Context: an optimization exercise on an open-source flow, tuned for small area and a short achievable clock period. The choices shown serve that exercise and are no tape-out recipe.
Where RTL was checked, it was by simulation tests only, not by an equivalence proof against the original.
No activity file was given, so power comes from the tool's default toggle rates.

// fused_multiply_add
module fused_multiply_add
(
     input                                   clk
   , input                                   rst
   , input                                   cntrl_load
   , input        [31:0]                     cntrl_init
   , input                                   pass
   , input        [15:0]                     m
   , input        [15:0]                     x
   , input        [15:0]                     c
   , output logic                            y_valid_r
   , output logic [31:0]                     y_w
);
clock: 8.0 ns
lec_check: 0
abc_area: 1
cap_margin: 20
core_margin: 2
core_utilization: 60
cts_buf_list: sky130_fd_sc_hd__clkbuf_8
setup_slack_margin: 3.0
slew_margin: 20
synth_hierarchical: 1
synth_minimum_keep_size: 0
standard.sh (not shown) runs the stock make flow with config.mk's settings and CLKGATE_MAP_FILE= SYNTH_SCRIPT=/design/flow/synth_recipe.tcl, a recipe that flattens the netlist after the stock synthesis.
==> flow/flow/run.sh <==
#!/bin/bash
# The standard layout (standard.sh), with two changes:
#  - synthesis maps logic with ABC's &nf mapper (flow/abc_map.script) in place of
#    ORFS's abc_area.script, which maps XOR-heavy logic to NAND2 trees;
#  - the port buffers are plain buf_1 cells instead of the default choice.
set -u
WORK=$(pwd)
rm -rf "$WORK/scripts"
cp -r "$FLOW_HOME/scripts" "$WORK/scripts"
cp "$WORK/flow/abc_map.script" "$WORK/scripts/abc_area.script"
export SCRIPTS_DIR="$WORK/scripts"
export BUFFER_PORTS_ARGS="-buffer_cell sky130_fd_sc_hd__buf_1"
bash standard.sh > standard.log 2>&1
==> flow/flow/abc_map.script <==
strash
&get -n
&fraig -x
&put
scorr
dc2
dretime
strash
&get -n
&dch -f
&nf {D}
&put
Change:
==> flow/flow/run.sh (replaced) <==
#!/bin/bash
# The standard layout (standard.sh), with two changes:
#  - synthesis maps logic with ABC's &nf mapper (flow/abc_map.script) in place of
#    ORFS's abc_area.script, which maps XOR-heavy logic to NAND2 trees;
#  - the port buffers are plain buf_2 cells instead of the default choice.
set -u
WORK=$(pwd)
rm -rf "$WORK/scripts"
cp -r "$FLOW_HOME/scripts" "$WORK/scripts"
cp "$WORK/flow/abc_map.script" "$WORK/scripts/abc_area.script"
export SCRIPTS_DIR="$WORK/scripts"
export BUFFER_PORTS_ARGS="-buffer_cell sky130_fd_sc_hd__buf_2"
bash standard.sh > standard.log 2>&1
Settings changed: CORE_UTILIZATION 60 to 40.
Result: Wire length increases by about 6%; count of clock-buffer cells in the layout stays the same; setup slack improved by 0.024 ns; total power increases by about 0.5%; utilization decreases by 22 points; final area increases by about 2%; area after synthesis does not change; via count decreases by 1.8%; final cell count increases by about 9%; maximum frequency increases by 0.48%.
Function was not checked in any run of this note: the RTL went through the layout flow alone.

fused_multiply_add, a different RTL version from the one above (not shown whole).
Size in the first run: roughly 1,400 cells after synthesis, ~65 flip-flops, ~120 I/O pins, ~11,000 µm² of cells after synthesis.
// fused_multiply_add
module fused_multiply_add
(
     input                                   clk
   , input                                   rst
   , input                                   cntrl_load
   , input        [31:0]                     cntrl_init
   , input                                   pass
   , input        [15:0]                     m
   , input        [15:0]                     x
   , input        [15:0]                     c
   , output logic                            y_valid_r
   , output logic [31:0]                     y_w
);
export LEC_CHECK = 0
export ABC_AREA = 1
export CAP_MARGIN = 20
export CORE_MARGIN = 2
export CORE_UTILIZATION = 40
export SLEW_MARGIN = 20
export SYNTH_HIERARCHICAL = 1
export SYNTH_MINIMUM_KEEP_SIZE = 0
create_clock -name core_clock -period 8.0 [get_ports {clk}]
==> flow/flow/run.sh <==
#!/bin/bash
export BUFFER_PORTS_ARGS="-buffer_cell sky130_fd_sc_hd__buf_2"
bash standard.sh > standard.log 2>&1
==> next run, changes <==
- SETUP_SLACK_MARGIN: unset -> 3.5
Result:
- The new run completed without violations
- global-route usage increases by 1.5 points
- total power increases by 10%
- sequential power fell by about 2%
- non-clock buffer count grows by 63
- setup slack gains 0.80 ns
- utilization is higher by 7.2 points

== v18 ==
Another version of the RTL of fused_multiply_add (not shown whole).
Size in the first run: ~940 cells after synthesis, roughly 72 flip-flops, about 10000 um2 of cells after synthesis.
export LEC_CHECK = 0
export ABC_AREA = 1
export CAP_MARGIN = 20
export CORE_MARGIN = 2
export CORE_UTILIZATION = 60
export CTS_BUF_LIST = sky130_fd_sc_hd__clkbuf_8
export SETUP_SLACK_MARGIN = 3.4
export SLEW_MARGIN = 20
export SYNTH_HIERARCHICAL = 1
export SYNTH_MINIMUM_KEEP_SIZE = 0
create_clock -name core_clock -period 8.0 [get_ports {clk}]
==> flow/flow/run.sh <==
#!/bin/bash
# The standard layout (standard.sh), with two changes:
#  - synthesis maps logic with ABC's &nf mapper (flow/abc_map.script) in place of
#    ORFS's abc_area.script, which maps XOR-heavy logic to NAND2 trees;
#  - the port buffers are plain buf_1 cells instead of the default choice.
set -u
WORK=$(pwd)
rm -rf "$WORK/scripts"
cp -r "$FLOW_HOME/scripts" "$WORK/scripts"
cp "$WORK/flow/abc_map.script" "$WORK/scripts/abc_area.script"
export SCRIPTS_DIR="$WORK/scripts"
export BUFFER_PORTS_ARGS="-buffer_cell sky130_fd_sc_hd__buf_1"
bash standard.sh > standard.log 2>&1
Scripts as last shown in full above: flow/flow/abc_map.script
The final layout from v18, which completed every stage, passed the timing, design-rule and antenna checks at the end of the flow.
Input-level comparison between v56 and v18:
Settings: SETUP_SLACK_MARGIN changed from 3.4 to 3.2.
==> flow/flow/abc_map.script <==
strash
&get -n
&fraig -x
&put
scorr
dc2
strash
&get -n
&dch -f
&nf -R 1000
&put
Results
Looking at the reports, v18 completed the entire flow and the layout it produced met the timing, design-rule and antenna checks. v56: all stages complete, timing, DRC and antenna checks passed. Changes observed in v56 relative to v18: wire length of the first global-routing pass saw a decrease; simple-gate portion of the synthesized area increased by 1.7 points relative to the old numbers; hold slack went down 0.027 ns.
diff inputs: v56 => v3
Settings: SETUP_SLACK_MARGIN now 3.4, was 3.2.
[summary]
- The maximum frequency number comes out lower for v56 vs v3.
- Compared with v56, v3 shows a post-route cell area that is 3.1% higher.
- Summary: total power of the final layout, v3 worse than v56
- In v3, number of fill cells in the layout is lower than in v56.
## Diff of input files: v35 against v3
Settings: SETUP_SLACK_MARGIN: 3.4 -> 3.3.
==> run summary <==
No stage failed in v35, and the final checks on the layout all came back clean.
[v35] routed length on met1 fell 680 um relative to v3
On core utilization: v35 sits below v3.
Of the two candidates, v3 has the worse final non-filler cell area and v35 the better one.
Changes observed in v35 relative to v3: sum of net half-perimeters after detailed placement fell by 770 um, maximum resistive drop on vdd now smaller, via count dropped about 2.6%, number of optimization iterations in the first detailed-route pass lower.
v3 leaves more setup margin than v35.

Another version of the RTL of fused_multiply_add (not shown whole).
Size in the first run: about 950 cells after synthesis, ~77 flip-flops, roughly 11000 µm² of cells after synthesis.
## fused_multiply_add
module fused_multiply_add
(
     input                                   clk
   , input                                   rst
   , input                                   cntrl_load
   , input        [31:0]                     cntrl_init
   , input                                   pass
   , input        [15:0]                     m
   , input        [15:0]                     x
   , input        [15:0]                     c
   , output logic                            y_valid_r
   , output logic [31:0]                     y_w
);
==> flow/config.mk <==
export PLATFORM = sky130hd
export DESIGN_NAME = fused_multiply_add
export DESIGN_NICKNAME = fused_multiply_add
export VERILOG_FILES = /design/flow/design.v
export SDC_FILE = /design/flow/constraint.sdc
export NUM_CORES = 4
export LEC_CHECK = 0
export ABC_AREA = 1
export CAP_MARGIN = 20
export CORE_MARGIN = 2
export CORE_UTILIZATION = 60
export CTS_BUF_LIST = sky130_fd_sc_hd__clkbuf_8
export SETUP_SLACK_MARGIN = 3.7
export SLEW_MARGIN = 20
export SYNTH_HIERARCHICAL = 1
export SYNTH_MINIMUM_KEEP_SIZE = 0
==> flow/constraint.sdc <==
create_clock -name core_clock -period 8.0 [get_ports {clk}]
set_input_delay 1.6000 -clock core_clock [delete_from_list [all_inputs] [get_ports {clk}]]
set_output_delay 1.6000 -clock core_clock [all_outputs]
set_load 0.01 [all_outputs]
==> flow/flow/abc_map.script <==
strash
&get -n
&fraig -x
&put
scorr
dc2
dretime
strash
&get -n
&dch -f
&nf {D}
&put
Scripts as last shown in full above: flow/flow/run.sh
The starting point finished with timing, DRC and antenna clean.
==> next run, changes <==
--- a/flow/config.mk
+++ b/flow/config.mk
@@ -7,10 +7,10 @@
 export LEC_CHECK = 0
 export ABC_AREA = 1
-export CAP_MARGIN = 20
+export CAP_MARGIN = 5
 export CORE_MARGIN = 2
 export CORE_UTILIZATION = 60
 export CTS_BUF_LIST = sky130_fd_sc_hd__clkbuf_8
-export SETUP_SLACK_MARGIN = 3.7
-export SLEW_MARGIN = 20
+export SETUP_SLACK_MARGIN = 3.4
+export SLEW_MARGIN = 5
 export SYNTH_HIERARCHICAL = 1
 export SYNTH_MINIMUM_KEEP_SIZE = 0
- The changed run went through all stages and came out clean
- routed wire length drops by 13%
- final cell count fell by 4.9%
- clock skew barely changes
- combinational power came out lower by 7.9%
- maximum frequency went down by 1.0%
==> next run, changes <==
==> flow/flow/abc_map.script (replaced) <==
strash
&get -n
&fraig -x
&put
scorr
dc2
strash
&get -n
&dch -f
&nf -R 1000
&put
--- a/flow/config.mk
+++ b/flow/config.mk
@@ -7,10 +7,10 @@
 export LEC_CHECK = 0
 export ABC_AREA = 1
-export CAP_MARGIN = 5
+export CAP_MARGIN = 20
 export CORE_MARGIN = 2
 export CORE_UTILIZATION = 60
 export CTS_BUF_LIST = sky130_fd_sc_hd__clkbuf_8
 export SETUP_SLACK_MARGIN = 3.4
-export SLEW_MARGIN = 5
+export SLEW_MARGIN = 20
 export SYNTH_HIERARCHICAL = 1
 export SYNTH_MINIMUM_KEEP_SIZE = 0
Wire length increases by 0.32%.
Total power shrinks by 1.6%.
Via count is lower by 0.47%.
Clock skew shrinks by 0.0035 ns.
Die area came out lower by 0.50%.
Final cell count is higher by 2.1%.
Worst setup slack gets worse by 0.050 ns.
Sequential cell count is unchanged.
Clock power drops by 8.0%.
Hold slack is worse by 0.019 ns.
==> next run, changes <==
==> flow/flow/abc_map.script (replaced) <==
strash
&get -n
&fraig -x
&put
scorr
dc2
dretime
strash
&get -n
&dch -f
&nf {D}
&put
--- a/flow/config.mk
+++ b/flow/config.mk
@@ -11,5 +11,5 @@
 export CORE_UTILIZATION = 60
 export CTS_BUF_LIST = sky130_fd_sc_hd__clkbuf_8
-export SETUP_SLACK_MARGIN = 3.4
+export SETUP_SLACK_MARGIN = 3.55
 export SLEW_MARGIN = 20
 export SYNTH_HIERARCHICAL = 1
Outcome: The new run produced a clean layout. Sequential share of layout area goes down by 0.71 points. Power rose by 4.9%. Via count rose by 5.8%. Worst setup slack gets better by 0.11 ns.
==> next run, changes <==
--- a/flow/config.mk
+++ b/flow/config.mk
@@ -9,7 +9,7 @@
 export CAP_MARGIN = 20
 export CORE_MARGIN = 2
-export CORE_UTILIZATION = 60
+export CORE_UTILIZATION = 72
 export CTS_BUF_LIST = sky130_fd_sc_hd__clkbuf_8
-export SETUP_SLACK_MARGIN = 3.55
+export SETUP_SLACK_MARGIN = 3.4
 export SLEW_MARGIN = 20
 export SYNTH_HIERARCHICAL = 1
Non-clock buffer count shrinks by 62.
Critical path depth falls by 1.
Combinational power drops by about 2%.
Synthesized cell count stays the same.
Register-to-register slack is worse by 0.02 ns.
Worst setup slack degrades by 0.079 ns.
Design area came out lower by 6.9%.
Synthesized area does not change.
Via count falls by 3.0%.
Power goes down by 1.1%.
Clock skew hardly moves.
Function was not checked in any run of this note: the RTL went through the layout flow alone.

port drivers added, routing unchanged:
Ports are ideal in the flow. The routed layouts listed here were re-timed in OpenROAD. Step 1: set_driving_cell puts a clkbuf_16 on clk and a buf_2 on each other input, an assumption about the parent block. Step 2 moves the port delays by t, midway between the first and last clock arrival at a register: inputs arrive t later, outputs are due t later. That takes back most of the time a late clock gives input paths. Slacks: ideal / step 1 / step 2; pairs: ideal / step 1.
| run | shift t [ns] | setup WS [ns] | worst hold slack (ns) |
|---|---|---|---|
| the first run of note 1 | 0.425 | 3.089 / 3.048 / 2.766 | 0.858 / 0.858 / 0.858 |
| the second run of note 1 | 0.424 | 3.112 / 3.091 / 2.708 | 0.853 / 0.853 / 0.853 |
| the first run of note 2 | 0.367 | 2.422 / 2.444 / 2.077 | 0.874 / 0.874 / 0.874 |
| the second run of note 2 | 0.370 | 3.218 / 3.201 / 2.830 | 0.867 / 0.867 / 0.867 |
| v18 | 0.422 | 3.473 / 3.464 / 3.066 | 0.873 / 0.873 / 0.873 |
| v56 | 0.410 | 3.295 / 3.316 / 2.905 | 0.847 / 0.847 / 0.847 |
| v3 | 0.415 | 3.492 / 3.447 / 3.096 | 0.869 / 0.869 / 0.869 |
| v35 | 0.410 | 3.385 / 3.403 / 2.993 | 0.848 / 0.848 / 0.848 |
| the first run of note 4 | 0.416 | 3.546 / 3.503 / 3.124 | 0.673 / 0.673 / 0.673 |
| the second run of note 4 | 0.419 | 3.500 / 3.458 / 3.076 | 0.696 / 0.696 / 0.696 |
| the third run of note 4 | 0.433 | 3.450 / 3.439 / 3.038 | 0.677 / 0.677 / 0.677 |
| the fourth run of note 4 | 0.409 | 3.563 / 3.522 / 3.175 | 0.673 / 0.673 / 0.673 |
| the fifth run of note 4 | 0.430 | 3.484 / 3.444 / 3.054 | 0.674 / 0.674 / 0.674 |
After both steps setup and hold are still met in every run listed. For the fifth run of note 4, which loses most, drivers alone change the setup slack by -0.040 ns; drivers and shift together by -0.430 ns.
